Context: an optimization exercise on an open-source flow, tuned for a short achievable clock period and few clock cycles. The choices shown serve that exercise and are no tape-out recipe. Function was checked by simulation only, so behaviour that the tests miss may differ from the original. Power is estimated from default activity; no workload was simulated.

==> flow/design.v <==
package rv32i_types;
typedef enum bit [6:0] {
    op_lui   = 7'b0110111,  
    op_auipc = 7'b0010111,  
    op_jal   = 7'b1101111,  
    op_jalr  = 7'b1100111,  
    op_br    = 7'b1100011,  
    op_load  = 7'b0000011,  
    op_store = 7'b0100011,  
    op_imm   = 7'b0010011,  
    op_reg   = 7'b0110011,  
    op_csr   = 7'b1110011   
} rv32i_opcode;
typedef enum bit [2:0] {
    beq  = 3'b000,
    bne  = 3'b001,
    blt  = 3'b100,
    bge  = 3'b101,
    bltu = 3'b110,
    bgeu = 3'b111
} branch_funct3_t;
typedef enum bit [2:0] {
    lb  = 3'b000,
    lh  = 3'b001,
    lw  = 3'b010,
    lbu = 3'b100,
    lhu = 3'b101
} load_funct3_t;
typedef enum bit [2:0] {
    sb = 3'b000,
    sh = 3'b001,
    sw = 3'b010
} store_funct3_t;
typedef enum bit [2:0] {
    add  = 3'b000,  
    sll  = 3'b001,
    slt  = 3'b010,
    sltu = 3'b011,
    axor = 3'b100,
    sr   = 3'b101,  
    aor  = 3'b110,
    aand = 3'b111
} arith_funct3_t;
typedef enum bit [2:0] {
    alu_add = 3'b000,
    alu_sll = 3'b001,
    alu_sra = 3'b010,
    alu_sub = 3'b011,
    alu_xor = 3'b100,
    alu_srl = 3'b101,
    alu_or  = 3'b110,
    alu_and = 3'b111
} alu_ops;
typedef logic [31:0] rv32i_word;
typedef logic [4:0] rv32i_reg;
typedef logic [3:0] rv32i_mem_wmask;
typedef struct packed {
	rv32i_opcode opcode;
	alu_ops aluop;
	logic [2:0] regfilemux_sel;
	logic load_regfile;
	logic alumux1_sel; 
	logic [2:0] alumux2_sel;
	logic cmpmux_sel; 
	logic [1:0] memdatamux_sel;
	branch_funct3_t cmpop;
	rv32i_reg rd;
	logic [1:0] store_op;
	logic load_op;
	logic sign_sel;
	logic jalr_addr_sel;
	logic is_branch;
	logic is_jump;
	logic data_mem_read;
	logic data_mem_write;
	rv32i_reg rs1;
	rv32i_reg rs2;
	logic [7:0] bp_update_index;
} rv32i_control_word;
endpackage : rv32i_types
module register #(parameter width = 32)
(
    input clk,
    input rst,
    input load,
    input [width-1:0] in,
    output logic [width-1:0] out
);
logic [width-1:0] data;
always_ff @(posedge clk)
begin
    if (rst)
    begin
        data <= '0;
    end
    else if (load)
    begin
        data <= in;
    end
end
always_comb
begin
    out = data;
end
endmodule
module pc_register #(parameter width = 32)
(
    input clk,
    input rst,
    input load,
    input [width-1:0] in,
    output logic [width-1:0] out
);
logic [width-1:0] data;
always_ff @(posedge clk)
begin
    if (rst)
    begin
        data <= 32'h00000060;
    end
    else if (load)
    begin
        data <= in;
    end
end
always_comb
begin
    out = data;
end
endmodule
module regfile
(
    input clk,
    input load,
    input [31:0] in,
    input [4:0] src_a, src_b, dest,
    output logic [31:0] reg_a, reg_b
);
logic [31:0] data [32]  ;
always_ff @(posedge clk)
begin
    if (load && dest)
    begin
        data[dest] <= in;
    end
end
always_comb
begin
    reg_a = src_a ? data[src_a] : 0;
    reg_b = src_b ? data[src_b] : 0;
end
endmodule
module mux2 #(parameter width = 32)
(
	input sel,
	input [width-1:0] a, b,
	output logic [width-1:0] f
);
	always_comb
	begin
		if (sel == 0)
			f = a;
		else
			f = b;
	end
endmodule
module mux4 #(parameter width = 32)
(
	input logic [1:0] sel,
	input [width-1:0] a, b, c, d, 
	output logic [width-1:0] f
);
	always_comb
	begin
		if (sel == 0)
			f = a;
		else if (sel == 1)
			f = b;
		else if (sel == 2)
			f = c;
		else 
			f = d;		
	end
endmodule
module mux8 #(parameter width = 32)
(
	input logic [2:0] sel,
	input [width-1:0] a, b, c, d, aa, bb, cc, dd,
	output logic [width-1:0] f
);
	always_comb
	begin
		if (sel == 0)
			f = a;
		else if (sel == 1)
			f = b;
		else if (sel == 2)
			f = c;
		else if (sel == 3)
			f = d;
		else if (sel == 4)
			f = aa;
		else if (sel == 5)
			f = bb;
		else if (sel == 6)
			f = cc;
		else 
			f = dd;
	end
endmodule
import rv32i_types::*;
module alu
(
    input rv32i_types::alu_ops aluop,
    input [31:0] a, b,
    output logic [31:0] f
);
always_comb
begin
    case (aluop)
        alu_add:  f = a + b;
        alu_sll:  f = a << b[4:0];
        alu_sra:  f = $signed(a) >>> b[4:0];
        alu_sub:  f = a - b;
        alu_xor:  f = a ^ b;
        alu_srl:  f = a >> b[4:0];
        alu_or:   f = a | b;
        alu_and:  f = a & b;
    endcase
end
endmodule
import rv32i_types::*;
module cmp
(
	input rv32i_types::rv32i_word rs1,
	input rv32i_types::rv32i_word cmpmux,
	input rv32i_types::branch_funct3_t cmpop,
	output logic br_en
);
logic signed [31:0] rs1_signed;
logic signed [31:0] cmpmux_signed;
assign rs1_signed = $signed(rs1);
assign cmpmux_signed = $signed(cmpmux);
always_comb
begin
	br_en = 0;
	case(cmpop)
		beq: begin
			if (rs1 == cmpmux)
				br_en = 1;
		end
		bne: begin
			if (rs1 != cmpmux)
				br_en = 1;
		end
		blt: begin
			if (rs1_signed < cmpmux_signed)
				br_en = 1;
		end
		bge: begin
			if (rs1_signed >= cmpmux_signed)
				br_en = 1;
		end
		bltu: begin
			if (rs1 < cmpmux)
				br_en = 1;
		end
		bgeu: begin
			if (rs1 >= cmpmux)
				br_en = 1;
		end
	endcase
end
endmodule
import rv32i_types::*;
module forwarding_unit
(
	input rv32i_types::rv32i_reg rs1,
	input rv32i_types::rv32i_reg rs2,
	input rv32i_types::rv32i_reg mem_rd,
	input rv32i_types::rv32i_reg wb_rd,
	input rv32i_types::rv32i_reg decode_rs1,
	input rv32i_types::rv32i_reg decode_rs2,
	input rv32i_types::rv32i_opcode mem_opcode,
	input rv32i_types::rv32i_opcode wb_opcode,
	output logic [1:0] forwardA_sel,
	output logic [1:0] forwardB_sel,
	output logic decode_forwardA_sel,
	output logic decode_forwardB_sel
);
always_comb begin
	forwardA_sel = 2'b00;
	forwardB_sel = 2'b00;
	decode_forwardA_sel = 1'b0;
	decode_forwardB_sel = 1'b0;
	if( (wb_rd != 5'b0) && ((wb_opcode != op_store) && (wb_opcode != op_br)) ) begin
		forwardA_sel[1] = (rs1 == wb_rd);
		forwardB_sel[1] = (rs2 == wb_rd);
		decode_forwardA_sel = (decode_rs1 == wb_rd);
		decode_forwardB_sel = (decode_rs2 == wb_rd);
	end
	if( (mem_rd != 5'b0) && ((mem_opcode != op_store) && (mem_opcode != op_br)) ) begin
		forwardA_sel[0] = (rs1 == mem_rd);
		forwardB_sel[0] = (rs2 == mem_rd);
	end
end
endmodule
import rv32i_types::*;
module load_instr_block
(
	input rv32i_types::rv32i_word wb_mem_rdata,
	input rv32i_types::rv32i_word wb_alu_out,
	input logic wb_sign_sel,
	input logic wb_load_op,
	output rv32i_types::rv32i_word load_data_out
);
rv32i_types::rv32i_word lh_upper, lh_lower, lhu_upper, lhu_lower, lb_0, lb_1, lb_2, lb_3, lbu_0, lbu_1, lbu_2, lbu_3;
rv32i_types::rv32i_word load_half_signed_out, load_byte_signed_out, load_half_unsigned_out, load_byte_unsigned_out, load_signed_out, load_unsigned_out;
assign lh_upper = $signed(wb_mem_rdata[31:16]);
assign lh_lower = $signed(wb_mem_rdata[15:0]);
assign lhu_upper = {16'h0, wb_mem_rdata[31:16]};
assign lhu_lower = {16'h0, wb_mem_rdata[15:0]};	
assign lb_0 = $signed(wb_mem_rdata[7:0]);
assign lb_1 = $signed(wb_mem_rdata[15:8]);
assign lb_2 = $signed(wb_mem_rdata[23:16]);
assign lb_3 = $signed(wb_mem_rdata[31:24]);
assign lbu_0 = {24'h0, wb_mem_rdata[7:0]};
assign lbu_1 = {24'h0, wb_mem_rdata[15:8]};
assign lbu_2 = {24'h0, wb_mem_rdata[23:16]};
assign lbu_3 = {24'h0, wb_mem_rdata[31:24]};
mux2 load_half_signed
(
	.sel(wb_alu_out[1]),
	.a(lh_lower),
	.b(lh_upper),
	.f(load_half_signed_out)
);
mux4 load_byte_signed
(
	.sel(wb_alu_out[1:0]),
	.a(lb_0),
	.b(lb_1),
	.c(lb_2),
	.d(lb_3),
	.f(load_byte_signed_out)
);
mux2 load_half_unsigned
(
	.sel(wb_alu_out[1]),
	.a(lhu_lower),
	.b(lhu_upper),
	.f(load_half_unsigned_out)
);
mux4 load_byte_unsigned
(
	.sel(wb_alu_out[1:0]),
	.a(lbu_0),
	.b(lbu_1),
	.c(lbu_2),
	.d(lbu_3),
	.f(load_byte_unsigned_out)
);
mux2 load_signed
(
	.sel(wb_load_op),
	.a(load_half_signed_out),
	.b(load_byte_signed_out),
	.f(load_signed_out)
);
mux2 load_unsigned
(
	.sel(wb_load_op),
	.a(load_half_unsigned_out),
	.b(load_byte_unsigned_out),
	.f(load_unsigned_out)
);
mux2 load_instr_final
(
	.sel(wb_sign_sel),
	.a(load_signed_out),
	.b(load_unsigned_out),
	.f(load_data_out)
);
endmodule
import rv32i_types::*;
module mem_byte_enable_block
(
	input rv32i_types::rv32i_word mem_alu_out,
	input [1:0] mem_store_op,
	output logic [3:0] mem_byte_enable
);
logic [3:0] store_half_out;
logic [3:0] store_byte_out;
mux2 #(4) store_half
(
	.sel(mem_alu_out[1]),
	.a(4'b0011),
	.b(4'b1100),
	.f(store_half_out)
);
mux4 #(4) store_byte
(
	.sel(mem_alu_out[1:0]),
	.a(4'b0001),
	.b(4'b0010),
	.c(4'b0100),
	.d(4'b1000),
	.f(store_byte_out)
);
mux4 #(4) store_op
(
	.sel(mem_store_op),
	.a(4'b0000),
	.b(store_half_out),
	.c(store_byte_out),
	.d(4'b1111),
	.f(mem_byte_enable)
);
endmodule
import rv32i_types::*;
module control_rom
(
	input rv32i_types::rv32i_opcode opcode,
	input logic [2:0] funct3,
	input logic [6:0] funct7,
	input rv32i_types::rv32i_reg rd,
	input rv32i_types::rv32i_reg rs1,
	input rv32i_types::rv32i_reg rs2,
	input cache_hit,
	input rv32i_types::rv32i_opcode ex_opcode,
	input rv32i_types::rv32i_opcode mem_opcode,
	input rv32i_types::rv32i_reg prev_rd,
	input ex_br_en,
	input old_branch_hazard,
	input [7:0] bp_update_index,
	input [31:0] branch_target,
	input [31:0] id_pc,
	input [31:0] ex_pc,
	output rv32i_types::rv32i_control_word ctrl,
	output logic pipeline_continue ,
	output logic load_use_hazard,
	output logic branch_hazard,
	output logic pc_correction_sel
);
logic output_bubble;
logic [31:0] next_addr;
assign next_addr = ex_pc + 4;
always_comb begin
	output_bubble = 1'b0;
	branch_hazard = 1'b0;
	pc_correction_sel = 1'b0;
	if( ((ex_opcode == op_br) && (ex_br_en == 1'b1)) || (ex_opcode == op_jal) || (ex_opcode == op_jalr) ) begin
		if(id_pc != branch_target) begin
			output_bubble = 1'b1;
			branch_hazard = 1'b1;
		end
	end
	if( (ex_opcode == op_br) && (ex_br_en == 1'b0) ) begin
		if(id_pc != next_addr) begin
			output_bubble = 1'b1;
			branch_hazard = 1'b1;
			pc_correction_sel = 1'b1;
		end	
	end
	if(old_branch_hazard) begin
		output_bubble = 1'b1;
	end
end
always_comb
begin 
	pipeline_continue = cache_hit;
	load_use_hazard = 1'b1;
	ctrl.opcode = opcode;
	ctrl.load_regfile = 1'b0;
	ctrl.aluop = rv32i_types::alu_ops'(funct3);
	ctrl.cmpop = rv32i_types::branch_funct3_t'(funct3);
	ctrl.regfilemux_sel = 3'b0;
	ctrl.rd = rd;
	ctrl.rs1 = rs1;
	ctrl.rs2 = rs2;
	ctrl.alumux1_sel = 1'b0;
	ctrl.alumux2_sel = 3'b0;
	ctrl.cmpmux_sel = 1'b0;
	ctrl.memdatamux_sel = 2'b0;
	ctrl.store_op = 2'b0;
	ctrl.load_op = 1'b0;
	ctrl.sign_sel = 1'b0;
	ctrl.is_jump = 1'b0;
	ctrl.is_branch = 1'b0;
	ctrl.jalr_addr_sel = 1'b0;
	ctrl.data_mem_read = 1'b0;
	ctrl.data_mem_write = 1'b0;
	ctrl.bp_update_index = bp_update_index;
	case(opcode)
		op_lui: begin
			ctrl.regfilemux_sel = 3'b010;  
			ctrl.load_regfile = 1'b1;
		end 
		op_auipc: begin
			ctrl.aluop = alu_add;
			ctrl.alumux1_sel = 1'b1;
			ctrl.alumux2_sel = 3'b1;
			ctrl.load_regfile = 1'b1;  
		end
		op_jal: begin
			ctrl.aluop = alu_add;
			ctrl.is_jump = 1'b1;
			ctrl.alumux1_sel = 1'b1;
			ctrl.alumux2_sel = 3'b100;
			ctrl.regfilemux_sel = 3'b100;
			ctrl.load_regfile = 1'b1;
		end
		op_jalr: begin
			ctrl.aluop = alu_add;
			ctrl.is_jump = 1'b1;
			ctrl.regfilemux_sel = 3'b100;
			ctrl.load_regfile = 1'b1;
			ctrl.jalr_addr_sel = 1'b1;
		end
		op_br: begin
			ctrl.is_branch = 1'b1;
			ctrl.alumux1_sel = 1'b1;
			ctrl.alumux2_sel = 3'b010;
			ctrl.aluop = alu_add;
		end
		op_load: begin
			ctrl.data_mem_read = 1'b1;
			ctrl.aluop = alu_add;
			case(funct3)
				3'b000: begin
					ctrl.load_op = 1'b1; 
					ctrl.sign_sel = 1'b0;
					ctrl.regfilemux_sel = 3'b101;
				end 
				3'b001: begin
					ctrl.load_op = 1'b0;
					ctrl.sign_sel = 1'b0;
					ctrl.regfilemux_sel = 3'b101;
				end
				3'b010: begin
					ctrl.regfilemux_sel = 3'b011;
				end
				3'b100: begin
					ctrl.load_op = 1'b1;
					ctrl.sign_sel = 1'b1;
					ctrl.regfilemux_sel = 3'b101;
				end
				3'b101: begin
					ctrl.load_op = 1'b0;
					ctrl.sign_sel = 1'b1;
					ctrl.regfilemux_sel = 3'b101;
				end
				default: ;  
			endcase
			ctrl.load_regfile = 1'b1;
		end
		op_store: begin
			ctrl.data_mem_write = 1'b1;
			ctrl.aluop = alu_add;
			ctrl.alumux2_sel = 3'b011;
			case(funct3)
				3'b000: begin
					ctrl.memdatamux_sel = 2'b10;
					ctrl.store_op = 2'b10;
				end
				3'b001: begin
					ctrl.memdatamux_sel = 2'b01;
					ctrl.store_op = 2'b01;
				end
				3'b010: begin
					ctrl.store_op = 2'b11;
				end
				default: ;  
			endcase
		end
		op_imm: begin
			ctrl.load_regfile = 1'b1;
			case(funct3)
				3'b010: begin 
					ctrl.cmpop = blt;
					ctrl.cmpmux_sel = 1'b1;
					ctrl.regfilemux_sel = 3'b1;
				end
				3'b011: begin
					ctrl.cmpop = bltu;
					ctrl.cmpmux_sel = 1'b1;
					ctrl.regfilemux_sel = 3'b1;
				end
				3'b101: begin 
					case(funct7)
						7'b0000000: begin 
							ctrl.aluop = alu_srl;
						end
						7'b0100000: begin 
							ctrl.aluop = alu_sra;
						end 
						default:   ;
					endcase
				end
				default: ;   
			endcase
		end
		op_reg: begin
			ctrl.load_regfile = 1'b1;
			ctrl.alumux2_sel = 3'b101;
			case(funct3)
				3'b000: begin
					case(funct7)
						7'b0000000: begin 
							ctrl.aluop = alu_add;
						end 
						7'b0100000: begin 
							ctrl.aluop = alu_sub;
						end
						default:   ;
					endcase
				end 
				3'b010: begin 
					ctrl.cmpop = blt;
					ctrl.regfilemux_sel = 3'b1;
				end 
				3'b011: begin 	
					ctrl.cmpop = bltu;
					ctrl.regfilemux_sel = 3'b1;
				end 
				3'b101: begin 
					case(funct7) 
						7'b0000000: begin 
							ctrl.aluop = alu_srl;
						end 
						7'b0100000: begin
							ctrl.aluop = alu_sra;
						end 
						default:   ;
					endcase 
				end
				default: begin 
					ctrl.aluop = rv32i_types::alu_ops'(funct3);
				end 
			endcase
		end
		op_csr: ;  
		default: begin
			ctrl = 0;
		end 
	endcase
	if( (ex_opcode == op_load) && ((rs1 == prev_rd) || (rs2 == prev_rd)) ) begin
		load_use_hazard = 1'b0;
		ctrl.opcode = op_imm;
		ctrl.load_regfile = 1'b1;
		ctrl.aluop = alu_add;
		ctrl.cmpop = rv32i_types::branch_funct3_t'(3'b011);
		ctrl.regfilemux_sel = 3'b0;
		ctrl.rd = 5'b0;
		ctrl.rs1 = 5'b0;
		ctrl.rs2 = 5'b0;
		ctrl.alumux1_sel = 1'b0;
		ctrl.alumux2_sel = 3'b0;
		ctrl.cmpmux_sel = 1'b0;
		ctrl.memdatamux_sel = 2'b0;
		ctrl.store_op = 2'b0;
		ctrl.load_op = 1'b0;
		ctrl.sign_sel = 1'b0;
		ctrl.is_branch = 1'b0;
		ctrl.is_jump = 1'b0;
		ctrl.jalr_addr_sel = 1'b0;
		ctrl.data_mem_read = 1'b0;
		ctrl.data_mem_write = 1'b0;
	end
	if(output_bubble) begin
		ctrl.opcode = op_imm;
		ctrl.load_regfile = 1'b1;
		ctrl.aluop = alu_add;
		ctrl.cmpop = rv32i_types::branch_funct3_t'(3'b011);
		ctrl.regfilemux_sel = 3'b0;
		ctrl.rd = 5'b0;
		ctrl.rs1 = 5'b0;
		ctrl.rs2 = 5'b0;
		ctrl.alumux1_sel = 1'b0;
		ctrl.alumux2_sel = 3'b0;
		ctrl.cmpmux_sel = 1'b0;
		ctrl.memdatamux_sel = 2'b0;
		ctrl.store_op = 2'b0;
		ctrl.load_op = 1'b0;
		ctrl.sign_sel = 1'b0;
		ctrl.is_branch = 1'b0;
		ctrl.is_jump = 1'b0;
		ctrl.jalr_addr_sel = 1'b0;
		ctrl.data_mem_read = 1'b0;
		ctrl.data_mem_write = 1'b0;
	end
end
endmodule
module IF_ID_reg
(
	input clk,
	input rst,
	input logic load,
	input [31:0] if_pc_out,
	output logic [31:0] id_pc_out
);
register pc_out_reg
(	
	.clk(clk),
	.rst(rst),
	.load(load),
	.in(if_pc_out),
	.out(id_pc_out)
);
endmodule
import rv32i_types::*;
module ID_EX_reg
(
	input clk,
	input rst,
	input logic load,
	input logic hazard,
	input logic branch,
	input rv32i_types::rv32i_word id_pc_out,
	input rv32i_types::rv32i_control_word id_ctrl_word,
	input rv32i_types::rv32i_word id_rs1_out,
	input rv32i_types::rv32i_word id_rs2_out,
	input rv32i_types::rv32i_word id_i_imm,
	input rv32i_types::rv32i_word id_u_imm,
	input rv32i_types::rv32i_word id_b_imm,
	input rv32i_types::rv32i_word id_s_imm,
	input rv32i_types::rv32i_word id_j_imm,
	output rv32i_types::rv32i_word ex_pc_out, 
	output rv32i_types::rv32i_control_word ex_ctrl_word,
	output rv32i_types::rv32i_word ex_rs1_out,
	output rv32i_types::rv32i_word ex_rs2_out,
	output rv32i_types::rv32i_word ex_i_imm,
	output rv32i_types::rv32i_word ex_u_imm,
	output rv32i_types::rv32i_word ex_b_imm,
	output rv32i_types::rv32i_word ex_s_imm,
	output rv32i_types::rv32i_word ex_j_imm
);
logic [31:0] i_imm_out;
logic [31:0] pc_mux_out;
register pc_out_reg
(	
	.clk(clk),
	.rst(rst),
	.load(load),
	.in(pc_mux_out),
	.out(ex_pc_out)
);
register #(56) ctrl_word_reg  
(	
	.clk(clk),
	.rst(rst),
	.load(load),
	.in(id_ctrl_word),
	.out(ex_ctrl_word)
);
register rs1_out_reg
(	
	.clk(clk),
	.rst(rst),
	.load(load),
	.in(id_rs1_out),
	.out(ex_rs1_out)
);
register rs2_out_reg
(	
	.clk(clk),
	.rst(rst),
	.load(load),
	.in(id_rs2_out),
	.out(ex_rs2_out)
);
register i_imm_reg
(	
	.clk(clk),
	.rst(rst),
	.load(load),
	.in(i_imm_out),
	.out(ex_i_imm)
);
register u_imm_reg
(	
	.clk(clk),
	.rst(rst),
	.load(load),
	.in(id_u_imm),
	.out(ex_u_imm)
);
register b_imm_reg
(	
	.clk(clk),
	.rst(rst),
	.load(load),
	.in(id_b_imm),
	.out(ex_b_imm)
);
register s_imm_reg
(	
	.clk(clk),
	.rst(rst),
	.load(load),
	.in(id_s_imm),
	.out(ex_s_imm)
);
register j_imm_reg
(	
	.clk(clk),
	.rst(rst),
	.load(load),
	.in(id_j_imm),
	.out(ex_j_imm)
);
mux2 i_imm_mux
(
	.sel(hazard),
	.a(32'b0),
	.b(id_i_imm),
	.f(i_imm_out)
);
mux2 pc_mux
(
	.sel(~hazard | branch),
	.a(id_pc_out),
	.b(32'b0),
	.f(pc_mux_out)
);
endmodule
import rv32i_types::*;
module EX_MEM_reg
(
	input clk,
	input rst,
	input logic load,
	input rv32i_types::rv32i_word ex_pc_out,
	input rv32i_types::rv32i_control_word ex_ctrl_word,
	input rv32i_types::rv32i_word ex_alu_out,
	input logic ex_br_en,
	input rv32i_types::rv32i_word ex_mem_wdata,
	input rv32i_types::rv32i_word ex_u_imm,
	output rv32i_types::rv32i_word mem_pc_out, 
	output rv32i_types::rv32i_control_word mem_ctrl_word,
	output rv32i_types::rv32i_word mem_alu_out,
	output logic mem_br_en,
	output rv32i_types::rv32i_word mem_mem_wdata,
	output rv32i_types::rv32i_word mem_u_imm
);
register pc_out_reg
(	
	.clk(clk),
	.rst(rst),
	.load(load),
	.in(ex_pc_out),
	.out(mem_pc_out)
);
register #(56) ctrl_word_reg  
(	
	.clk(clk),
	.rst(rst),
	.load(load),
	.in(ex_ctrl_word),
	.out(mem_ctrl_word)
);
register alu_out_reg
(	
	.clk(clk),
	.rst(rst),
	.load(load),
	.in(ex_alu_out),
	.out(mem_alu_out)
);
register #(1) br_en_reg
(	
	.clk(clk),
	.rst(rst),
	.load(load),
	.in(ex_br_en),
	.out(mem_br_en)
);
register mem_wdata_reg
(	
	.clk(clk),
	.rst(rst),
	.load(load),
	.in(ex_mem_wdata),
	.out(mem_mem_wdata)
);
register u_imm_reg
(	
	.clk(clk),
	.rst(rst),
	.load(load),
	.in(ex_u_imm),
	.out(mem_u_imm)
);
endmodule
import rv32i_types::*;
module MEM_WB_reg
(
	input clk,
	input rst,
	input logic load,
	input rv32i_types::rv32i_word mem_pc_out,
	input rv32i_types::rv32i_control_word mem_ctrl_word,
	input rv32i_types::rv32i_word mem_alu_out,
	input logic mem_br_en,
	input rv32i_types::rv32i_word mem_u_imm,
	output rv32i_types::rv32i_word wb_pc_out, 
	output rv32i_types::rv32i_control_word wb_ctrl_word,
	output rv32i_types::rv32i_word wb_alu_out,
	output logic wb_br_en,
	output rv32i_types::rv32i_word wb_u_imm
);
register pc_out_reg
(	
	.clk(clk),
	.rst(rst),
	.load(load),
	.in(mem_pc_out),
	.out(wb_pc_out)
);
register #(56) ctrl_word_reg  
(	
	.clk(clk),
	.rst(rst),
	.load(load),
	.in(mem_ctrl_word),
	.out(wb_ctrl_word)
);
register alu_out_reg
(	
	.clk(clk),
	.rst(rst),
	.load(load),
	.in(mem_alu_out),
	.out(wb_alu_out)
);
register #(1) br_en_reg
(	
	.clk(clk),
	.rst(rst),
	.load(load),
	.in(mem_br_en),
	.out(wb_br_en)
);
register u_imm_reg
(	
	.clk(clk),
	.rst(rst),
	.load(load),
	.in(mem_u_imm),
	.out(wb_u_imm)
);
endmodule
module mp3_datapath
(
	input clk,
	input rst,
	input logic [31:0] data_mem_rdata,
	input logic [31:0] instr_mem_rdata,
	input cache_hit,
	output logic [31:0] instr_mem_addr,
	output logic [31:0] data_mem_addr,
	output logic [3:0] data_mem_byte_en,
	output logic [31:0] data_mem_wdata,
	output logic data_mem_read,
	output logic data_mem_write
);
localparam int BI = 5;               
localparam int NB = 1 << BI;         
localparam int TL = BI + 2;          
localparam int TH = 15;              
localparam int TW = TH - TL + 1;
localparam logic [6:0] OP_LUI   = 7'b0110111;
localparam logic [6:0] OP_AUIPC = 7'b0010111;
localparam logic [6:0] OP_JAL   = 7'b1101111;
localparam logic [6:0] OP_JALR  = 7'b1100111;
localparam logic [6:0] OP_BR    = 7'b1100011;
localparam logic [6:0] OP_LOAD  = 7'b0000011;
localparam logic [6:0] OP_STORE = 7'b0100011;
localparam logic [6:0] OP_IMM   = 7'b0010011;
localparam logic [6:0] OP_REG   = 7'b0110011;
logic [31:0] pc_f;
logic          btb_v   [NB];
logic [1:0]    btb_ctr [NB];
logic [TW-1:0] btb_tag [NB];
logic [15:2]   btb_tgt [NB];    
logic          btb_ret [NB];
logic [31:0]   ras;
logic        f2_v;
logic [31:0] f2_pc, f2_pn;
logic        f2_hit, f2_tk;
logic [1:0]  f2_ctr;
logic        use_ibuf;
logic [31:0] ibuf;
logic        d_v;
logic [31:0] d_ir, d_pc, d_pn;
logic        d_hit, d_tk;
logic [1:0]  d_ctr;
logic        e_v;
logic [4:0]  e_rd;
logic        e_wr, e_load, e_store, e_br, e_jal, e_jalr, e_pre_sel, e_sub, e_sra;
logic [2:0]  e_f3;
logic [31:0] e_a, e_b, e_sd, e_pre, e_pc, e_pc4, e_tgt, e_pn;
logic [2:0]  e_fa, e_fb, e_fs;
logic        e_eq_tgt, e_eq_pc4;
logic        e_hit, e_ret;
logic [1:0]  e_ctr;
logic        m_v, m_wr, m_load;
logic [4:0]  m_rd;
logic [31:0] m_res;
logic [2:0]  m_f3;
logic        w_v, w_wr, w_load;
logic [4:0]  w_rd;
logic [31:0] w_res;
logic [2:0]  w_f3;
logic [1:0]  w_a;
logic        w2_we;
logic [4:0]  w2_rd;
logic [31:0] w2_res;
logic          u_we, u_tgt_we, u_valid, u_ret;
logic [BI-1:0] u_idx;
logic [TW-1:0] u_tag;
logic [15:2]   u_tgt;
logic [1:0]    u_ctr;
logic [31:0] rf [32];
logic [BI-1:0] f_idx;
logic          f_hit, f_taken;
logic [31:0]   f_pn;
logic [1:0]    f_ctr;
assign instr_mem_addr = pc_f;
assign f_idx = pc_f[TL-1:2];
assign f_hit = btb_v[f_idx] && (btb_tag[f_idx] == pc_f[TH:TL]);
assign f_ctr = btb_ctr[f_idx];
assign f_taken = f_hit && f_ctr[1];
assign f_pn = f_taken ? (btb_ret[f_idx] ? ras : {pc_f[31:16], btb_tgt[f_idx], 2'b00}) : pc_f + 32'd4;
logic [31:0] f2_ins;
assign f2_ins = use_ibuf ? ibuf : instr_mem_rdata;
logic [6:0]  d_op;
logic [2:0]  d_f3;
logic [4:0]  d_rs1, d_rs2, d_rdf;
logic        d_lui, d_auipc, d_jal, d_jalr, d_br, d_load, d_store, d_imm, d_reg;
logic        d_use1, d_use2, d_wr;
logic [31:0] d_iimm, d_simm, d_bimm, d_uimm, d_jimm, d_imm_v;
logic [31:0] d_tgt, d_pc4, d_pre, d_auipc_v;
logic [31:0] d_r1, d_r2;
logic [2:0]  d_fa, d_fb;
logic        d_hz;
assign d_op  = d_ir[6:0];
assign d_f3  = d_ir[14:12];
assign d_rs1 = d_ir[19:15];
assign d_rs2 = d_ir[24:20];
assign d_rdf = d_ir[11:7];
assign d_lui   = d_op == OP_LUI;
assign d_auipc = d_op == OP_AUIPC;
assign d_jal   = d_op == OP_JAL;
assign d_jalr  = d_op == OP_JALR;
assign d_br    = d_op == OP_BR;
assign d_load  = d_op == OP_LOAD;
assign d_store = d_op == OP_STORE;
assign d_imm   = d_op == OP_IMM;
assign d_reg   = d_op == OP_REG;
assign d_use1 = d_jalr | d_br | d_load | d_store | d_imm | d_reg;
assign d_use2 = d_br | d_store | d_reg;
assign d_wr   = (d_rdf != 5'd0) & (d_lui | d_auipc | d_jal | d_jalr | d_load | d_imm | d_reg);
assign d_iimm = {{21{d_ir[31]}}, d_ir[30:20]};
assign d_simm = {{21{d_ir[31]}}, d_ir[30:25], d_ir[11:7]};
assign d_bimm = {{20{d_ir[31]}}, d_ir[7], d_ir[30:25], d_ir[11:8], 1'b0};
assign d_uimm = {d_ir[31:12], 12'h000};
assign d_jimm = {{12{d_ir[31]}}, d_ir[19:12], d_ir[20], d_ir[30:21], 1'b0};
assign d_imm_v = d_store ? d_simm : d_iimm;
logic [31:0] d_off;
assign d_off = d_jal ? d_jimm : d_bimm;
assign d_tgt = d_pc + d_off;
function automatic logic addeq(input logic [31:0] a, input logic [31:0] b, input logic [31:0] c);
	logic [31:0] x, g, ok;
	x = a ^ b;
	g = a & b;
	ok[0] = x[0] == c[0];
	for (int i = 1; i < 32; i++)
		ok[i] = (x[i] ^ c[i]) == (g[i-1] | (x[i-1] & ~c[i-1]));
	addeq = &ok;
endfunction
assign d_pc4 = d_pc + 32'd4;
assign d_auipc_v = d_pc + d_uimm;
assign d_pre = d_lui ? d_uimm : (d_auipc ? d_auipc_v : d_pc4);
function automatic logic [31:0] dval(input logic [4:0] rs, input logic [31:0] rfv);
	if (rs == 5'd0) dval = 32'd0;
	else if (m_v && m_wr && m_rd == rs) dval = m_res;
	else if (w_v && w_wr && w_rd == rs) dval = w_res;
	else if (w2_we && w2_rd == rs) dval = w2_res;
	else dval = rfv;
endfunction
logic [31:0] d_rf1, d_rf2;
assign d_rf1 = rf[d_rs1];
assign d_rf2 = rf[d_rs2];
assign d_r1 = dval(d_rs1, d_rf1);
assign d_r2 = dval(d_rs2, d_rf2);
function automatic logic [2:0] fwd_sel(input logic [4:0] rs);
	if (rs != 5'd0 && e_v && e_wr && e_rd == rs) fwd_sel = 3'b001;
	else if (rs != 5'd0 && !(m_v && m_wr && m_rd == rs) && w_v && w_wr && w_load && w_rd == rs) fwd_sel = 3'b010;
	else fwd_sel = 3'b100;
endfunction
assign d_fa = fwd_sel(d_rs1);
assign d_fb = fwd_sel(d_rs2);
function automatic logic ld_dep(input logic [4:0] rs);
	ld_dep = (rs != 5'd0) &&
	       ((e_v && e_load && e_rd == rs) || (m_v && m_load && m_rd == rs));
endfunction
assign d_hz = d_v && ((d_use1 && ld_dep(d_rs1)) || (d_use2 && ld_dep(d_rs2)));
logic d_ret;
assign d_ret = d_jalr && d_rdf == 5'd0 && d_ir[31:20] == 12'd0;
logic        d_redir;
logic [31:0] d_rtgt, d_pn2;
assign d_redir = d_v && !d_tk && (d_jal || (d_br && d_ir[31]) || d_ret);
assign d_rtgt  = d_ret ? ras : d_tgt;
assign d_pn2   = d_redir ? d_rtgt : d_pn;
logic [31:0] x_a, x_b, x_sd;
logic [31:0] x_sum, x_bn, x_res, x_sll, x_sr;
logic        x_lt, x_ltu, x_eq, x_cond, x_taken;
logic        x_jeq, x_mis;
logic        mis_t, mis_n;    
logic [31:0] x_redir;
logic [31:0] x_wdata;
logic [3:0]  x_be;
function automatic logic [31:0] fwd(input logic [31:0] r, input logic [2:0] s);
	fwd = ({32{s[0]}} & m_res) | ({32{s[1]}} & w2_res) | ({32{s[2]}} & r);
endfunction
assign x_a  = fwd(e_a, e_fa);
assign x_b  = fwd(e_b, e_fb);
assign x_sd = fwd(e_sd, e_fs);
assign x_bn  = e_sub ? ~x_b : x_b;
assign x_sum = x_a + x_bn + {31'd0, e_sub};
assign x_sll = x_a << x_b[4:0];
logic [31:0] x_sra, x_srl;
assign x_sra = $signed(x_a) >>> x_b[4:0];
assign x_srl = x_a >> x_b[4:0];
assign x_sr  = e_sra ? x_sra : x_srl;
assign x_eq  = x_a == x_b;
assign x_lt  = $signed(x_a) < $signed(x_b);
assign x_ltu = x_a < x_b;
always_comb begin
	case (e_f3)
		3'b000: x_res = x_sum;
		3'b001: x_res = x_sll;
		3'b010: x_res = {31'd0, x_lt};
		3'b011: x_res = {31'd0, x_ltu};
		3'b100: x_res = x_a ^ x_b;
		3'b101: x_res = x_sr;
		3'b110: x_res = x_a | x_b;
		default: x_res = x_a & x_b;
	endcase
	if (e_pre_sel) x_res = e_pre;
end
always_comb begin
	case (e_f3)
		3'b000: x_cond = x_eq;
		3'b001: x_cond = ~x_eq;
		3'b100: x_cond = x_lt;
		3'b101: x_cond = ~x_lt;
		3'b110: x_cond = x_ltu;
		default: x_cond = ~x_ltu;
	endcase
end
logic [31:0] jx, jg;
logic [31:1] jok;
assign jx = x_a ^ x_b;
assign jg = x_a & x_b;
always_comb begin
	jok[1] = (jx[1] ^ e_pn[1]) == jg[0];
	for (int i = 2; i < 32; i++)
		jok[i] = (jx[i] ^ e_pn[i]) == (jg[i-1] | (jx[i-1] & ~e_pn[i-1]));
end
assign x_jeq = &jok;
assign x_taken = e_jal | e_jalr | (e_br & x_cond);
logic x_mis_j;
assign x_mis   = x_taken ? mis_t : mis_n;
assign x_mis_j = e_v & e_jalr & ~x_jeq;
assign x_redir = x_taken ? e_tgt : e_pc4;
always_comb begin
	case (e_f3[1:0])
		2'b00: begin x_wdata = {4{x_sd[7:0]}};  x_be = 4'b0001 << x_sum[1:0]; end
		2'b01: begin x_wdata = {2{x_sd[15:0]}}; x_be = x_sum[1] ? 4'b1100 : 4'b0011; end
		default: begin x_wdata = x_sd;          x_be = 4'b1111; end
	endcase
end
logic [31:0] l_sh, l_val;
assign l_sh = data_mem_rdata >> {w_a, 3'b000};
always_comb begin
	case (w_f3)
		3'b000: l_val = {{24{l_sh[7]}}, l_sh[7:0]};
		3'b001: l_val = {{16{l_sh[15]}}, l_sh[15:0]};
		3'b100: l_val = {24'd0, l_sh[7:0]};
		3'b101: l_val = {16'd0, l_sh[15:0]};
		default: l_val = data_mem_rdata;
	endcase
end
logic redirect, stall;
logic pend;
logic [31:0] p_tgt;
assign redirect = x_mis | x_mis_j | pend;
logic [31:0] pc_norm, pc_t, pc_n, pc_next;
always_comb begin
	if (pend) pc_norm = p_tgt;
	else if (stall) pc_norm = pc_f;
	else if (d_redir) pc_norm = d_rtgt;
	else pc_norm = f_pn;
end
assign mis_t = e_v & ~e_jalr & ~e_eq_tgt;
assign mis_n = e_v & ~e_jalr & ~e_eq_pc4;
assign pc_t = mis_t ? e_tgt : pc_norm;
assign pc_n = mis_n ? e_pc4 : pc_norm;
assign pc_next = x_taken ? pc_t : pc_n;
assign stall = d_hz;
always_ff @(posedge clk) begin
	if (rst) begin
		pc_f <= 32'h00000060;
		f2_v <= 1'b0;
		use_ibuf <= 1'b0;
		d_v <= 1'b0;
		e_v <= 1'b0;
		m_v <= 1'b0;
		w_v <= 1'b0;
		w2_we <= 1'b0;
		u_we <= 1'b0;
		pend <= 1'b0;
		data_mem_read <= 1'b0;
		data_mem_write <= 1'b0;
	end else if (cache_hit) begin
		pend <= x_mis_j;
		pc_f <= pc_next;
		if (redirect) begin
			f2_v <= 1'b0;
			use_ibuf <= 1'b0;
			d_v <= 1'b0;
		end else if (stall) begin
			if (f2_v && !use_ibuf) use_ibuf <= 1'b1;
		end else if (d_redir) begin
			f2_v <= 1'b0;
			use_ibuf <= 1'b0;
			d_v <= 1'b0;
		end else begin
			f2_v <= 1'b1;
			use_ibuf <= 1'b0;
			d_v <= f2_v;
		end
		e_v <= d_v & ~stall & ~redirect;
		m_v <= e_v;
		w_v <= m_v;
		w2_we <= w_v & w_wr;
		u_we <= e_v & ((e_br | e_jal | e_jalr) ? (x_taken | e_hit) : e_hit);
		data_mem_read <= e_v & e_load;
		data_mem_write <= e_v & e_store;
	end
end
always_ff @(posedge clk) begin
	if (cache_hit) begin
		if (stall && f2_v && !use_ibuf) ibuf <= instr_mem_rdata;
		if (d_v && !stall && (d_jal || d_jalr) && d_rdf != 5'd0) ras <= d_pc4;
		if (!stall) begin
			f2_pc  <= pc_f;
			f2_pn  <= f_pn;
			f2_hit <= f_hit;
			f2_tk  <= f_taken;
			f2_ctr <= f_ctr;
			d_ir  <= f2_ins;
			d_pc  <= f2_pc;
			d_pn  <= f2_pn;
			d_hit <= f2_hit;
			d_tk  <= f2_tk;
			d_ctr <= f2_ctr;
		end
		e_rd      <= d_rdf;
		e_wr      <= d_wr;
		e_load    <= d_load;
		e_store   <= d_store;
		e_br      <= d_br;
		e_jal     <= d_jal;
		e_jalr    <= d_jalr;
		e_pre_sel <= d_lui | d_auipc | d_jal | d_jalr;
		e_sub     <= d_reg & d_ir[30] & (d_f3 == 3'b000);
		e_sra     <= d_ir[30];
		e_f3      <= d_f3;
		e_a       <= d_r1;
		e_b       <= d_use2 & ~d_store ? d_r2 : d_imm_v;
		e_sd      <= d_r2;
		e_fa      <= d_fa;
		e_fb      <= (d_use2 & ~d_store) ? d_fb : 3'b100;
		e_fs      <= d_fb;
		e_pre     <= d_pre;
		e_pc      <= d_pc;
		e_pc4     <= d_pc4;
		e_tgt     <= d_tgt;
		e_pn      <= d_pn2;
		e_eq_tgt  <= d_redir | addeq(d_pc, d_off, d_pn);
		e_eq_pc4  <= d_redir ? (d_off == 32'd4) : addeq(d_pc, 32'd4, d_pn);
		e_hit     <= d_hit;
		e_ret     <= d_ret;
		e_ctr     <= d_ctr;
		m_wr   <= e_wr;
		m_load <= e_load;
		m_rd   <= e_rd;
		m_res  <= x_res;
		m_f3   <= e_f3;
		data_mem_addr    <= x_sum;
		data_mem_wdata   <= x_wdata;
		data_mem_byte_en <= x_be;
		w_wr   <= m_wr;
		w_load <= m_load;
		w_rd   <= m_rd;
		w_res  <= m_res;
		w_f3   <= m_f3;
		w_a    <= data_mem_addr[1:0];
		w2_rd  <= w_rd;
		w2_res <= w_load ? l_val : w_res;
		u_idx    <= e_pc[TL-1:2];
		u_tag    <= e_pc[TH:TL];
		p_tgt    <= {x_sum[31:1], 1'b0};
		u_tgt    <= e_jalr ? x_sum[15:2] : x_redir[15:2];
		u_tgt_we <= x_taken;
		u_valid  <= e_br | e_jal | e_jalr;
		u_ret    <= e_ret;
		if (e_jal | e_jalr)
			u_ctr <= 2'b11;
		else if (!e_hit)
			u_ctr <= 2'b10;
		else if (x_taken)
			u_ctr <= (e_ctr == 2'b11) ? 2'b11 : e_ctr + 2'b01;
		else
			u_ctr <= (e_ctr == 2'b00) ? 2'b00 : e_ctr - 2'b01;
	end
end
always_ff @(posedge clk) begin
	if (w2_we) rf[w2_rd] <= w2_res;
end
always_ff @(posedge clk) begin
	if (rst) begin
		for (int i = 0; i < NB; i++) btb_v[i] <= 1'b0;
	end else if (u_we) begin
		btb_ctr[u_idx] <= u_ctr;
		if (u_tgt_we || !u_valid) begin
			btb_v[u_idx]   <= u_valid;
			btb_tag[u_idx] <= u_tag;
			btb_tgt[u_idx] <= u_tgt;
			btb_ret[u_idx] <= u_ret;
		end
	end
end
endmodule
==> flow/flow/run.sh <==
#!/bin/bash
# Standard ORFS layout; repair_timing aims for setup slack well beyond the
# clock period's needs so the achieved period is pushed down.
set -euo pipefail
bash standard.sh SETUP_SLACK_MARGIN=11 finish > flow_make.log 2>&1
==> flow/standard.sh <==
#!/bin/bash
# synth_recipe.tcl (not shown) runs the flow's synth.tcl, then flattens the netlist and writes it again
# the make line also repeats each setting of config.mk as NAME=value (left out here)
make -C /OpenROAD-flow-scripts/flow DESIGN_CONFIG=/design/flow/config.mk WORK_HOME=/design/flow/orfs CLKGATE_MAP_FILE= SYNTH_SCRIPT=/design/flow/synth_recipe.tcl "${@:-finish}"
==> flow/config.mk <==
export PLATFORM = sky130hd
export DESIGN_NAME = mp3_datapath
export DESIGN_NICKNAME = mp3_datapath
export VERILOG_FILES = /design/flow/design.v
export SDC_FILE = /design/flow/constraint.sdc
export NUM_CORES = 4
export LEC_CHECK = 0
export ABC_CLOCK_PERIOD_IN_PS = 4000
export CAP_MARGIN = 20
export CORE_MARGIN = 2
export CORE_UTILIZATION = 35
export SLEW_MARGIN = 20
==> flow/constraint.sdc <==
create_clock -name core_clock -period 15.0 [get_ports {clk}]
set_input_delay 3.0000 -clock core_clock [delete_from_list [all_inputs] [get_ports {clk}]]
set_output_delay 3.0000 -clock core_clock [all_outputs]
set_load 0.01 [all_outputs]
==> run summary, run 1 <==
Total Wirelength 496.9 mm; RSZ-0062 raised after global routing yes; Synth Register Bits 2670; sw frac 0.2817; total track usage 0.2569; io pins around 170; Seq/Total Area, Yosys 0.6163; Overflow after GRT 0; Clk pwr share 0.370; port buffer count around 170; slew margin rel. 0.08701; Core Box Area around 0.37 mm2; Synth area leader edfxtp_1; CP startpoint e_fa[0]; part of the cycle the worst path needs 0.3346; Clock Path Buffers 4; Max Freq 199.2 MHz; clk slew on worst S/H paths around 0.06 ns; Worst-Skew Late Latency 0.94 ns; P_int between 0.01 and 0.015 W; worst-margin pin slew ~1.4 ns; Hold Buf Count CTS 0; Synth-to-Final Area Change 23.48%; Post-synth EDFFs between 2000 and 3000; worst-path fanout max 7; most frequent cells in the layout edfxtp_1, mux4_2, buf_4, nand2_1, nor2_1; placed cells roughly 13000; dominant cells by area after synthesis edfxtp_1, mux4_2, mux2i_1; # Max-Cap Violations 0; status timing/DRC/antenna clean; total negative slack 0 ns; Mapped Cells just over 8000; combinational share of power 0.188; Post-DP HPWL 301.3 mm; fin cells ~14000; pin count of the biggest net entering global routing between 80 and 90; Arr. time, crit path between 5 and 6 ns; Met2 Routed Length around 230 mm; Final Hold Viols 0; clock sink total 2670; first-pass GRT wire length approximately 680 mm; Sw Pwr about 0.0056 W; Post-Synthesis Net Count about 8600; initial core utilization 0.3509; Clock Skew around 0.074 ns; type of origin of the critical path flip-flop; Hold Crit Start f2_pc[29]; Max Used Layer met5; Placement Setup Slack slightly below 8 ns; # setup viols final 0; post-synthesis cell type count 91; H-tree depth 5; initial DRC count 12960; initial antenna violation count 28; CTS tree built; CTS Buf Count about 300; Layout Nets 9408; CP Capture Type flip-flop; Leakage around 54 nW; worst setup margin around 10 ns; reg2reg start e_fa[0]; met3 wire len 52.17 mm; Synth top area share 0.6073; total number of vias about 87000; Pwr per Cell Area ~120 mW/mm2; GPL Wtd Cong a little under 1; chip height slightly above 600 um; HP Class reg -> reg; yosys warns 1; Crit Path Class reg -> reg; Die ar. ~0.37 mm2; maximum vdd drop 104.8 uV; Most used DFF post-synth edfxtp_1; Vias/cell ~6; Critical Path RT between 15 and 20 ns; most common library cell in the layout ignoring fill and taps edfxtp_1; DR WL/cell around 35 um; layout cells sized above 1 0.3424; average size of a mapped cell around 16 um2; Row Count 223; Tmin final between 5 and 6 ns; Flop pwr share 0.443; ys async rst share 0; drt drc 0; final slew viol count 0; remaining antenna violation count after routing 0; Die W ~610 um; met1 wire length approximately 190 mm; mapped cell area roughly 0.13 mm2; vias in the first global route 84300; Clk Tree Root Cell clkbuf_16; DRT Pass-1 Iters 10
-- timing repair --
item / CTS / global route
pin swaps: 236 / 174
buffers inserted: 426 / 141
gates resized for setup: 1330 / 309
setup endpoints to repair: 1742 / 492
gates cloned: 45 / 13
-- logic make-up (layout without fill, tap and decap cells) --
kind of cell | count (synthesis) | after routing | synth area share
adder cells (fa/ha/maj) | 272 | 272 | 0.03001
XOR/XNOR | 281 | 281 | 0.01906
other | 0 | 13 | 0
flip-flops | 2670 | 2670 | 0.6163
AND/OR/NAND/NOR | 1561 | 1562 | 0.05610
buffers and inverters | 784 | 1873 | 0.02413
multiplexers | 1285 | 1285 | 0.1839
AO/OA/AOI/OAI | 1374 | 1374 | 0.07049
-- final cells by class --
| class | count | area, um2 |
|---|---|---|
| flip-flops and latches | 2670 | 79780 |
| well taps | 4837 | 6052 |
| multi-input cells | 4774 | 51300 |
| fillers | 32110 | 208500 |
| diodes | 13 | 32.53 |
| repair inverters | 3 | 23.77 |
| inverters | 235 | 962.2 |
| clock buffers | 377 | 7906 |
| repair buffers | 1086 | 11740 |
| clock inverters | 172 | 1682 |
-- flip-flops by register name, indices dropped and copies added, names as in the netlist, 64 cells and up, named ones only --
name	cells
btb_ctr	64
rf	1024
btb_tag	288
btb_tgt	448
-- power by group through the flow --
stage	Combinational (W)	Sequential (W)	Clock, W
after floorplan	0.00160	0.00882	0
after global placement	0.00272	0.00896	0
after detailed placement	0.00272	0.00896	0
after CTS	0.00338	0.00875	0.00735
after global routing	0.00383	0.00874	0.00763
final	0.00370	0.00873	0.00728
-- worst max-delay path: stages, from the launching register on --
cell and delay (ns):
edfxtp_1 0.39, buf_6 0.15, buf_12 0.14, a222oi_1 0.50, buf_4 0.24, clkinvlp_4 0.16, buf_6 0.16, buf_6 0.10
fa_2 0.38, xnor2_4 0.18, nor4_4 0.42, nand4_1 0.17, nor4_2 0.28, nand4_1 0.52, and3_4 0.40, nor4_4 0.36
buf_4 0.21, nand2_1 0.06, a21oi_1 0.13
-- cell usage after synthesis, drive strengths merged, types with 38 or more instances --
master  number
buf        179
a22oi       38
ha         209
o211ai      39
dfxtp       58
clkbuf     370
mux4       860
fa          63
a21oi      367
nand4       47
nor2b       39
nand2      476
a211oi     106
a31oi       46
nor2       510
inv        229
mux2i      320
edfxtp    2612
a222oi      93
xor2       106
or2         46
and2        41
a21o        71
mux2       105
and3        56
o21ai      295
nor3        81
xnor2      175
nand3      110
-- routing by layer --
| metal | vias to the layer above | track usage |
|---|---|---|
| li1 | 34780 | - |
| met1 | 45500 | 0.3465 |
| met2 | 5773 | 0.4045 |
| met3 | 992 | 0.05367 |
| met4 | 20 | 0.1045 |
| met5 | - | 0.001679 |
-- stage by stage --
stage | utilization | total power [W] | hold WS [ns] | instance area (um2)
after floorplan | - | 0.01042 | 0.4003 | 130400
after global placement | 0.3752 | 0.01167 | 0.4000 | 138100
after detailed placement | 0.3754 | 0.01169 | 0.4045 | 138200
after CTS | 0.4249 | 0.01948 | 0.4079 | 156400
after global routing | 0.4333 | 0.02020 | 0.4090 | 159500
final | 0.4333 | 0.01971 | 0.4042 | 159500
-- final timing paths --
path | endpoint | slack (ns) | cells past startpoint
setup / recovery | d_v | 9.98 | 18
hold / removal | d_pc[29] | 0.40 | 0
setup reg to reg | d_v | 9.98 | 18
hold reg to reg | d_pc[29] | 0.40 | 0
Testbench counts, summed over its fixed seeds: cycles 66,023.
==> inputs of run 2 (changes only) <==
--- a/flow/design.v
+++ b/flow/design.v
@@ -1003,2 +1003,3 @@
 logic [2:0]  e_fa, e_fb, e_fs;
+logic [8:0]  e_sel9;        
 logic        e_eq_tgt, e_eq_pc4;
@@ -1103,2 +1104,4 @@
 assign d_fb = fwd_sel(d_rs2);
+logic [2:0] d_fbx;
+assign d_fbx = (d_use2 & ~d_store) ? d_fb : 3'b100;
 function automatic logic ld_dep(input logic [4:0] rs);
@@ -1129,4 +1132,25 @@
 assign x_sd = fwd(e_sd, e_fs);
-assign x_bn  = e_sub ? ~x_b : x_b;
-assign x_sum = x_a + x_bn + {31'd0, e_sub};
+logic [2:0][31:0] src_a, src_b;
+logic [8:0][31:0] sum9;
+logic [8:0]       eq9, lt9, ltu9;
+assign src_a[0] = m_res;
+assign src_a[1] = w2_res;
+assign src_a[2] = e_a;
+assign src_b[0] = m_res;
+assign src_b[1] = w2_res;
+assign src_b[2] = e_b;
+always_comb begin
+	for (int i = 0; i < 3; i++)
+		for (int j = 0; j < 3; j++) begin
+			sum9[3*i+j] = src_a[i] + (src_b[j] ^ {32{e_sub}}) + {31'd0, e_sub};
+			eq9[3*i+j]  = src_a[i] == src_b[j];
+			lt9[3*i+j]  = $signed(src_a[i]) < $signed(src_b[j]);
+			ltu9[3*i+j] = src_a[i] < src_b[j];
+		end
+	x_sum = 32'd0;
+	for (int k = 0; k < 9; k++) x_sum = x_sum | ({32{e_sel9[k]}} & sum9[k]);
+	x_eq  = |(e_sel9 & eq9);
+	x_lt  = |(e_sel9 & lt9);
+	x_ltu = |(e_sel9 & ltu9);
+end
 assign x_sll = x_a << x_b[4:0];
@@ -1136,5 +1160,2 @@
 assign x_sr  = e_sra ? x_sra : x_srl;
-assign x_eq  = x_a == x_b;
-assign x_lt  = $signed(x_a) < $signed(x_b);
-assign x_ltu = x_a < x_b;
 always_comb begin
@@ -1198,3 +1219,3 @@
 logic [31:0] p_tgt;
-assign redirect = x_mis | x_mis_j | pend;
+assign redirect = x_mis | pend;
 logic [31:0] pc_norm, pc_t, pc_n, pc_next;
@@ -1206,4 +1227,4 @@
 end
-assign mis_t = e_v & ~e_jalr & ~e_eq_tgt;
-assign mis_n = e_v & ~e_jalr & ~e_eq_pc4;
+assign mis_t = e_v & ~pend & ~e_jalr & ~e_eq_tgt;
+assign mis_n = e_v & ~pend & ~e_jalr & ~e_eq_pc4;
 assign pc_t = mis_t ? e_tgt : pc_norm;
@@ -1227,3 +1248,3 @@
 	end else if (cache_hit) begin
-		pend <= x_mis_j;
+		pend <= x_mis_j & ~pend;
 		pc_f <= pc_next;
@@ -1245,8 +1266,8 @@
 		e_v <= d_v & ~stall & ~redirect;
-		m_v <= e_v;
+		m_v <= e_v & ~pend;
 		w_v <= m_v;
 		w2_we <= w_v & w_wr;
-		u_we <= e_v & ((e_br | e_jal | e_jalr) ? (x_taken | e_hit) : e_hit);
-		data_mem_read <= e_v & e_load;
-		data_mem_write <= e_v & e_store;
+		u_we <= e_v & ~pend & ((e_br | e_jal | e_jalr) ? (x_taken | e_hit) : e_hit);
+		data_mem_read <= e_v & ~pend & e_load;
+		data_mem_write <= e_v & ~pend & e_store;
 	end
@@ -1285,3 +1306,6 @@
 		e_fa      <= d_fa;
-		e_fb      <= (d_use2 & ~d_store) ? d_fb : 3'b100;
+		e_fb      <= d_fbx;
+		for (int i = 0; i < 3; i++)
+			for (int j = 0; j < 3; j++)
+				e_sel9[3*i+j] <= d_fa[i] & d_fbx[j];
 		e_fs      <= d_fb;
==> run 2 against run 1 <==
Still clean on timing, DRC and antenna. Total power increased by 9.4%. Via count increased by 27%. Register-to-register slack improved by 0.15 ns. Setup slack improved by 0.15 ns. Non-clock buffer count increased by 257. Clock skew increased by 0.027 ns. Combinational power increased by 52%. Cell count increased by 26%. Flip-flop and latch count increased by 9. Critical path depth increased by 1. Wire length increased by 18%. Highest routed layer unchanged.
==> run summary, run 2 <==
CP peak stage delay 0.52 ns (about the same); Clock Skew 0.1005 ns (was 0.07389 ns); drt drc 0 (unchanged); Most used DFF post-synth edfxtp_1 (unchanged); xor/xnor share of the synthesized area 0.03239 (was 0.01906); Synth area leader edfxtp_1 (unchanged); RSZ-0062 raised after global routing yes (unchanged); HP Class reg -> reg (unchanged); Tmin final 4.865 ns (was 5.020 ns); Layout Nets 12710 (was 9408); most common library cell in the layout ignoring fill and taps edfxtp_1 (unchanged); type of origin of the critical path flip-flop (unchanged); Max Freq 205.5 MHz (was 199.2 MHz); pin count of the biggest net entering global routing 103 (was 84); Synth Register Bits 2679 (was 2670); maximum vdd drop 117.3 uV (was 104.8 uV); Hold Crit Start f2_pn[13] (was f2_pc[29]); worst-margin pin slew 1.234 ns (was 1.369 ns); port buffer count 168 (unchanged); fin cells 17850 (was 14170); final slew viol count 0 (unchanged); GPL Wtd Cong 0.9873 (was 0.9944); max FFs per register 1024 (unchanged); chip height 655.3 um (was 611.5 um); Leakage 64.73 nW (was 53.91 nW); # Max-Cap Violations 0 (unchanged); dpl cell area 0.1592 mm2 (was 0.1382 mm2); Core Box Area 0.4231 mm2 (was 0.3680 mm2); Post-synth top cells edfxtp_1, mux4_2, nor2_1, a21oi_1, ha_1 (was edfxtp_1, mux4_2, nor2_1, nand2_1, clkbuf_1); initial antenna violation count 54 (was 28); Clk Tree Root Cell clkbuf_16 (unchanged); Worst-Skew Late Latency 0.98 ns (was 0.94 ns); CP startpoint e_sub (was e_fa[0]); clk slew on worst S/H paths 0.07 ns (was 0.06 ns); Row Count 239 (was 223); Simple-Gate Fraction of Synth Area 0.06875 (was 0.05610); Seq/Total Area, Yosys 0.5380 (was 0.6163); # setup viols final 0 (unchanged); Final Hold Viols 0 (unchanged); Sw Pwr 0.006602 W (was 0.005554 W); mux contribution to synthesized area 0.1567 (was 0.1839); Vias/cell 6.194 (was 6.146); average size of a mapped cell 13.53 um2 (was 15.70 um2); vias in the first global route 104400 (was 84300); total track usage 0.2639 (was 0.2569); reg2reg start e_sub (was e_fa[0]); cell family with most CP delay compound AO/OA/AOI/OAI gates (was simple AND/OR/NAND/NOR gates); adder-cell area share of the yosys netlist 0.06254 (was 0.03001); Synth Area in Compound Gates 0.1121 (was 0.07049); Hold Path End d_pn[13] (was d_pc[29]); DRT Pass-1 Iters 14 (was 10); Critical Path RT 15.68 ns (was 15.83 ns); fillers 37750 (was 32110); Flop pwr share 0.404 (was 0.443); Hold Slack 0.4007 ns (was 0.4042 ns); total number of vias 110600 (was 87070); Total Wirelength 588.8 mm (was 496.9 mm); DR WL/cell 32.98 um (was 35.07 um); Die ar. 0.4294 mm2 (was 0.3739 mm2); Post-DP HPWL 371.0 mm (was 301.3 mm); total negative slack 0 ns (unchanged); Worst R2R End u_tgt[14] (was d_v); most frequent cells in the layout edfxtp_1, mux4_2, buf_4, a21oi_1, nor2_1 (was edfxtp_1, mux4_2, buf_4, nand2_1, nor2_1); CP Capture Type flip-flop (unchanged); H-tree depth 5 (unchanged); Crit path depth 19 (was 18); Synth-to-Final Area Change 24.63% (was 23.48%); Reg with most FFs rf (unchanged); Clk pwr share 0.335 (was 0.370); Crit-path slowest cell a221o_2 (was nand4_1); first-pass GRT wire length 807.1 mm (was 675.8 mm); Pwr per Cell Area 116.5 mW/mm2 (was 123.6 mW/mm2); Reg2Reg Setup Slack 10.13 ns (was 9.98 ns); io pins 169 (unchanged); Clock Path Buffers 4 (unchanged); initial DRC count 15770 (was 12960); Post-synth EDFFs 2621 (was 2612); Arr. time, crit path 5.55 ns (was 5.85 ns); sw frac 0.3062 (was 0.2817); ys async rst share 0 (unchanged); remaining antenna violation count after routing 0 (unchanged); Die W 655.3 um (was 611.5 um); r2r worst-path depth 19 (was 18); fin area 0.1850 mm2 (was 0.1595 mm2); crit path cell chain buf_8 > buf_16 > buf_12 > xor2_4 > fa_2 > a211o_1 > a211oi_2 > o32ai_2 > buf_4 > buf_6 > a41oi_4 > o21bai_1 > a21oi_1 > xnor2_1 > a22oi_2 > nand4_1 > a221o_2 > and2_1 > a221o_1 (was buf_6 > buf_12 > a222oi_1 > buf_4 > clkinvlp_4 > buf_6 > buf_6 > fa_2 > xnor2_4 > nor4_4 > nand4_1 > nor4_2 > nand4_1 > and3_4 > nor4_4 > buf_4 > nand2_1 > a21oi_1); slew margin rel. 0.1774 (was 0.08701); worst-path fanout max 5 (was 7); CP bufs+invs 5 (was 7); P_int 0.01496 W (was 0.01416 W); initial core utilization 0.3508 (was 0.3509); dominant cells by area after synthesis edfxtp_1, mux4_2, ha_1 (was edfxtp_1, mux4_2, mux2i_1); Synth top area share 0.5302 (was 0.6073); combinational share of power 0.261 (was 0.188); Mapped Cells 10980 (was 8227); hold path depth 0 (unchanged); part of the cycle the worst path needs 0.3244 (was 0.3346); clock sink total 2679 (was 2670); largest registers rf x1024, btb_tgt x448, btb_tag x288 (unchanged); Crit Path Class reg -> reg (unchanged); post-synthesis cell type count 97 (was 91); mapped cell area 0.1484 mm2 (was 0.1292 mm2); CTS tree built (unchanged); placed cells 16460 (was 12970); layout cells sized above 1 0.3089 (was 0.3424); most frequent cell after synthesis edfxtp_1 (unchanged); yosys warns 1 (unchanged); status timing/DRC/antenna clean (unchanged); CTS Buf Count 299 (unchanged); Hold Buf Count CTS 0 (unchanged); main combinational cell family by area after synthesis multiplexers (unchanged); Overflow after GRT 0 (unchanged); Post-Synthesis Net Count 11740 (was 8566)
run 2: cell count changes after synthesis, sizes merged, moves of 87 or more:
| cell | previous run | this run |
|---|---|---|
| ha | 209 | 630 |
| a21oi | 367 | 705 |
| nor2 | 510 | 716 |
| inv | 229 | 425 |
| o21ai | 295 | 447 |
| xnor2 | 175 | 310 |
| xor2 | 106 | 239 |
| clkbuf | 370 | 499 |
| a211oi | 106 | 224 |
| a21o | 71 | 180 |
| nand2 | 476 | 580 |
| nand3 | 110 | 197 |
run 2: per-layer routing:
layer  GRT usage  part of all wire  vias to the layer above
met5           0           0.00054                        -
met4      0.1419             0.068                       48
met2      0.4061              0.45                     7239
li1            -                 -                    45560
met3     0.05344              0.11                     1615
met1      0.3505              0.38                    56120
run 2: worst max-delay path by stage:
stage	end	slack, ns
final	u_tgt[14]	10.13
after global routing	m_res[24]	10.05
after CTS	data_mem_addr[9]	10.22
after detailed placement	flip-flop	7.31
after global placement	flip-flop	7.35
after floorplan	d_ctr[0]	8.76
run 2: cell type report:
type,instances,area (um2),share of cell area
sequential,2679,80040,0.4326
multi-input combinational,7179,71610,0.3870
timing repair buffer,1343,14940,0.08076
clock buffer,370,7863,0.04250
tap,5663,7086,0.03830
inverter,434,1758,0.009502
clock inverter,158,1548,0.008365
timing repair inverter,8,123.9,0.0006695
antenna,19,47.55,0.0002570
run 2: kinds of logic after synthesis:
family,count (synthesis)
mux,1249
compound gates,2497
buf+inv,1120
flops,2679
xor+xnor,549
fa+ha+maj,701
simple gates,2180
run 2: through the flow:
step | setup slack, ns | utilization | total power, W
2_1_floorplan | 8.759 | - | 0.01167
3_5_place_dp | 7.308 | 0.3763 | 0.01324
6_report | 10.13 | 0.4372 | 0.02156
3_3_place_gp | 7.346 | 0.3761 | 0.01324
5_1_grt | 10.05 | 0.4372 | 0.02218
4_1_cts | 10.22 | 0.4257 | 0.02116
run 2: worst register-to-register path: stages, from the launching register on:
cell and delay [ns]:
edfxtp_1 0.43, buf_8 0.17, buf_16 0.16, buf_12 0.13
xor2_4 0.19, fa_2 0.38, a211o_1 0.35, a211oi_2 0.35
o32ai_2 0.14, buf_4 0.18, buf_6 0.13, a41oi_4 0.15
o21bai_1 0.10, a21oi_1 0.17, xnor2_1 0.11, a22oi_2 0.23
nand4_1 0.21, a221o_2 0.52, and2_1 0.20, a221o_1 0.29
run 2: what timing repair did:
action,in CTS,in global routing
gates cloned,61,16
gates resized for setup,1611,488
setup buffers,531,232
hold endpoints to repair,0,0
pin swaps,271,274
endpoints found under the setup margin,1601,844
run 2: power by group through the flow:
stage / registers (W) / logic, W / clock network (W)
6_report: 0.00872 / 0.00562 / 0.00722
5_1_grt: 0.00873 / 0.00588 / 0.00757
4_1_cts: 0.00874 / 0.00513 / 0.00730
3_5_place_dp: 0.00900 / 0.00425 / 0
3_3_place_gp: 0.00899 / 0.00424 / 0
2_1_floorplan: 0.00881 / 0.00286 / 0
Testbench counts of run 2, summed over its fixed seeds: cycles 66,023.

## static timing again, ports no longer ideal
The flow's constraints put no driver on any port. The routed layouts listed below were extracted and timed again, unchanged, in two steps. Step 1 (the two cells are an assumption about what drives the block):
set clk [get_ports {clk}]
set_driving_cell -lib_cell sky130_fd_sc_hd__clkbuf_16 $clk
set_driving_cell -lib_cell sky130_fd_sc_hd__buf_2 [delete_from_list [all_inputs] $clk]
Step 2 moves the port delays by t, midway between the first and last clock arrival at a register: inputs arrive t later, outputs are due t later. That takes back most of the time a late clock gives input paths. Slacks: ideal ports / drivers / drivers and shift; pairs: ideal ports / drivers.
run | t, ns | setup slack, ns | worst hold slack (ns) | worst setup path after step 2 | latest minus earliest clock arrival (ns)
run 1 | 1.004 | 9.980 / 9.980 / 9.390 | 0.404 / 0.404 / 0.404 | input to register | 0.080 / 0.080
run 2 | 1.040 | 10.135 / 10.135 / 9.680 | 0.401 / 0.401 / 0.401 | input to register | 0.109 / 0.109
After both steps every run listed still meets setup and hold. For run 1, which loses most, drivers alone change the setup slack by 0.000 ns; drivers and shift together by -0.590 ns.
